Background: an optimization exercise with open tools, aiming at small area and a short achievable clock period. Do not read the settings as production practice.
In this exercise RTL edits were held to simulation tests only and were not proved equivalent to the original.
Power figures rest on the tool's default switching activity, not on a simulated workload.

==> inputs of job 2570 <==
==> flow/design.v (excerpt) <==
module VKSA_256_top (in_clk, in_A, in_B, in_CI, out_S, out_CO);
Settings: LEC_CHECK=0, CAP_MARGIN=20, CORE_AREA=17 17 227 227, CTS_CLUSTER_DIAMETER=120, CTS_CLUSTER_SIZE=24, DIE_AREA=0 0 244 244, SETUP_SLACK_MARGIN=3.3, SLEW_MARGIN=20, SYNTH_HIERARCHICAL=1, TNS_END_PERCENT=5; clock period 5.5 ns.
standard.sh (not shown) runs the stock make flow with config.mk's settings and CLKGATE_MAP_FILE= SYNTH_SCRIPT=/design/flow/synth_recipe.tcl, a recipe that flattens the netlist after the stock synthesis.
==> flow/flow/run.sh <==
#!/bin/bash
# Standard synthesis and layout, with plain minimum-size buffers on the ports
# (buffer_ports would otherwise pick clkdlybuf4s50_1, a slow delay cell), and
# with every gate reset to its smallest drive strength after global placement
# (flow/downsize.tcl), so that timing repair upsizes only what it needs.
set -euo pipefail
bash standard.sh synth > synth.log 2>&1
bash standard.sh "BUFFER_PORTS_ARGS=-buffer_cell sky130_fd_sc_hd__buf_1" \
  "POST_GLOBAL_PLACE_TCL=$PWD/flow/downsize.tcl" finish > layout.log 2>&1
==> flow/flow/downsize.tcl <==
# Start timing repair from minimum-size gates: every combinational cell that
# synthesis mapped to a larger drive strength is swapped for the smallest cell
# of the same function (same name but for the drive-strength suffix). The
# resizer then upsizes only the gates that timing needs.
set n 0
set saved 0.0
foreach inst [get_cells *] {
  set lc [get_lib_cells -of_objects $inst]
  if {$lc eq "" || $lc eq "NULL"} { continue }
  set name [get_name $lc]
  if {![regexp {^(sky130_fd_sc_hd__[a-z0-9]+)_([0-9]+)$} $name -> base drive]} { continue }
  if {[string match "*df*" $base] || [string match "*clk*" $base] || [string match "*tap*" $base]} { continue }
  set best $name
  set best_area [get_property $lc area]
  foreach cand [get_lib_cells ${base}_*] {
    set cname [get_name $cand]
    if {![regexp "^${base}_\[0-9\]+\$" $cname]} { continue }
    if {[get_property $cand dont_use]} { continue }
    set a [get_property $cand area]
    if {$a < $best_area} { set best $cname; set best_area $a }
  }
  if {$best ne $name} {
    set saved [expr {$saved + [get_property $lc area] - $best_area}]
    replace_cell $inst [get_lib_cells $best]
    incr n
  }
}
puts "downsize.tcl: downsized $n cells, [format %.1f $saved] um2"
==> job 5258: changes against job 2570 <==
- CELL_PAD_IN_SITES_DETAIL_PLACEMENT: default -> 1
- CELL_PAD_IN_SITES_GLOBAL_PLACEMENT: default -> 1
- PLACE_DENSITY: default -> 0.5
- SETUP_SLACK_MARGIN: 3.3 -> 3.2
==> notes <==
- Register-to-register slack: job 2570 is better than job 5258 (110 ps).
- In synthesized cell count, job 5258 and job 2570 do not differ.
- Against job 2570, the global-route usage of job 5258 is higher by 2.1 points.
- Between job 2570 and job 5258, the lower setup slack is in job 5258 (gap 81 ps).
- Of job 2570 and job 5258, job 2570 has the higher final area (gap about 1.6%, measured against job 5258).
==> figures <==
metric                                                      job 5258    job 2570
Run status                          no timing/DRC/antenna violations  no timing/DRC/antenna violations
Met3 wirelength from detailed routing                        5.69 mm     5.05 mm
Proportion of cell area occupied by multi-input gates          39.8%       40.0%
Net switching share of the total power                         33.2%       32.4%
Clock network fraction of total power                          21.8%       21.4%
Final instance area                                        28100 um2   28600 um2
Fmax achieved                                                424 MHz     439 MHz
Portion of total power attributed to combinational logic       24.1%       24.0%
Average routed wire per standard cell                        27.2 um     25.0 um
Latest clock arrival within the worst-skew pair               600 ps      590 ps
Half-perimeter wire length after placement                   76.9 mm     72.5 mm

==> inputs of branch lagoon <==
VKSA_256_top again, from the RTL that the note above started with.
clock: 5.5 ns
lec_check: 0
cap_margin: 20
core_area: 17 17 227 227
cts_cluster_diameter: 120
cts_cluster_size: 24
die_area: 0 0 244 244
gpl_routability_driven: 0
setup_slack_margin: 3.25
slew_margin: 20
synth_hierarchical: 1
tns_end_percent: 5
Scripts as last shown in full above: flow/flow/run.sh, flow/flow/downsize.tcl
==> branch ember (differences from branch lagoon) <==
==> flow/flow/run.sh (replaced) <==
#!/bin/bash
# Standard synthesis and layout, with:
# - plain buffers on the ports (buffer_ports would otherwise pick
#   clkdlybuf4s50_1, a slow delay cell): minimum size on the inputs, and
#   OUT_BUF_CELL on the outputs, which drive the output load;
# - every gate reset to its smallest drive strength after global placement
#   (flow/downsize.tcl), so that timing repair upsizes only what it needs.
set -euo pipefail
bash standard.sh synth > synth.log 2>&1
bash standard.sh "BUFFER_PORTS_ARGS=-buffer_cell sky130_fd_sc_hd__buf_1" \
  "POST_GLOBAL_PLACE_TCL=$PWD/flow/downsize.tcl" \
  "OUT_BUF_CELL=${OUT_BUF_CELL:-sky130_fd_sc_hd__buf_2}" finish > layout.log 2>&1
--- a/flow/flow/downsize.tcl
+++ b/flow/flow/downsize.tcl
@@ -27,2 +27,20 @@
 }
 puts "downsize.tcl: downsized $n cells, [format %.1f $saved] um2"
+# The output-port buffers drive the output load and the wire to the pin: give
+# them the cell named in OUT_BUF_CELL.
+if {[info exists ::env(OUT_BUF_CELL)]} {
+  set n 0
+  foreach bterm [[ord::get_db_block] getBTerms] {
+    if {[$bterm getIoType] ne "OUTPUT"} { continue }
+    foreach iterm [[$bterm getNet] getITerms] {
+      if {[$iterm isOutputSignal]} {
+        set inst [$iterm getInst]
+        if {[string match "*buf*" [[$inst getMaster] getName]]} {
+          replace_cell [get_cells [$inst getName]] [get_lib_cells $::env(OUT_BUF_CELL)]
+          incr n
+        }
+      }
+    }
+  }
+  puts "downsize.tcl: set $n output buffers to $::env(OUT_BUF_CELL)"
+}
Settings changed: GPL_ROUTABILITY_DRIVEN 0 to not set, PLACE_DENSITY set to 0.5, SETUP_SLACK_MARGIN 3.25 to 3.2.
==> qor summary <==
| quantity | branch lagoon | branch ember |
|---|---|---|
| Run status | complete, no violations | complete, no violations |
| Routed wire length | 81810 um | 79050 um |
| Net Sw Frac | 32.41% | 31.34% |
| Fin crit period | 2.336 ns | 2.364 ns |
| Via/cell ratio | 4.937 | 4.885 |
| Critical path startpoint | r_bs[83] | r_bs[67] |
| Fin nets | 3488 | 3478 |
| Peak ir drop on the vdd network | 0.2249 mV | 0.2328 mV |
| First-iteration detailed-routing DRC count | 877 | 777 |
| Total of cells resized after clock tree synthesis | 194 | 160 |
| Met2 layer wire length in the routed design | 44300 um | 41300 um |
| Routed length on met3 | 5862 um | 6108 um |
| Via count of the first global-routing pass | 17.31k | 17.25k |
| Combinational cell power | 2.40 mW | 2.46 mW |

## afterwards: timing with drivers on the ports
How much do the figures lean on ideal ports? The routed layouts below were timed once more, with nothing changed but the port constraints. Step 1 (the two cells are an assumption about what drives the block):
set clk [get_ports {in_clk}]
set_driving_cell -lib_cell sky130_fd_sc_hd__clkbuf_16 $clk
set_driving_cell -lib_cell sky130_fd_sc_hd__buf_2 [delete_from_list [all_inputs] $clk]
Step 2 moves the port delays by t, midway between the first and last clock arrival at a register: inputs arrive t later, outputs are due t later. That takes back most of the time a late clock gives input paths. a / b / c = ideal ports / drivers / drivers and shift; a / b = the first two.
run	t (ns)	setup WS [ns]	worst data-port slew with drivers (ns)	cell pins on the clock port's net
job 2570	0.636	3.221 / 3.171 / 2.611	0.11	1
job 5258	0.649	3.140 / 3.082 / 2.591	0.13	1
branch lagoon	0.633	3.164 / 3.121 / 2.620	0.11	1
branch ember	0.631	3.136 / 3.136 / 2.622	0.12	1
After both steps every run listed still meets setup and hold. The setup slack of job 2570, which loses most, moves by -0.050 ns with the drivers and by -0.610 ns with both steps.
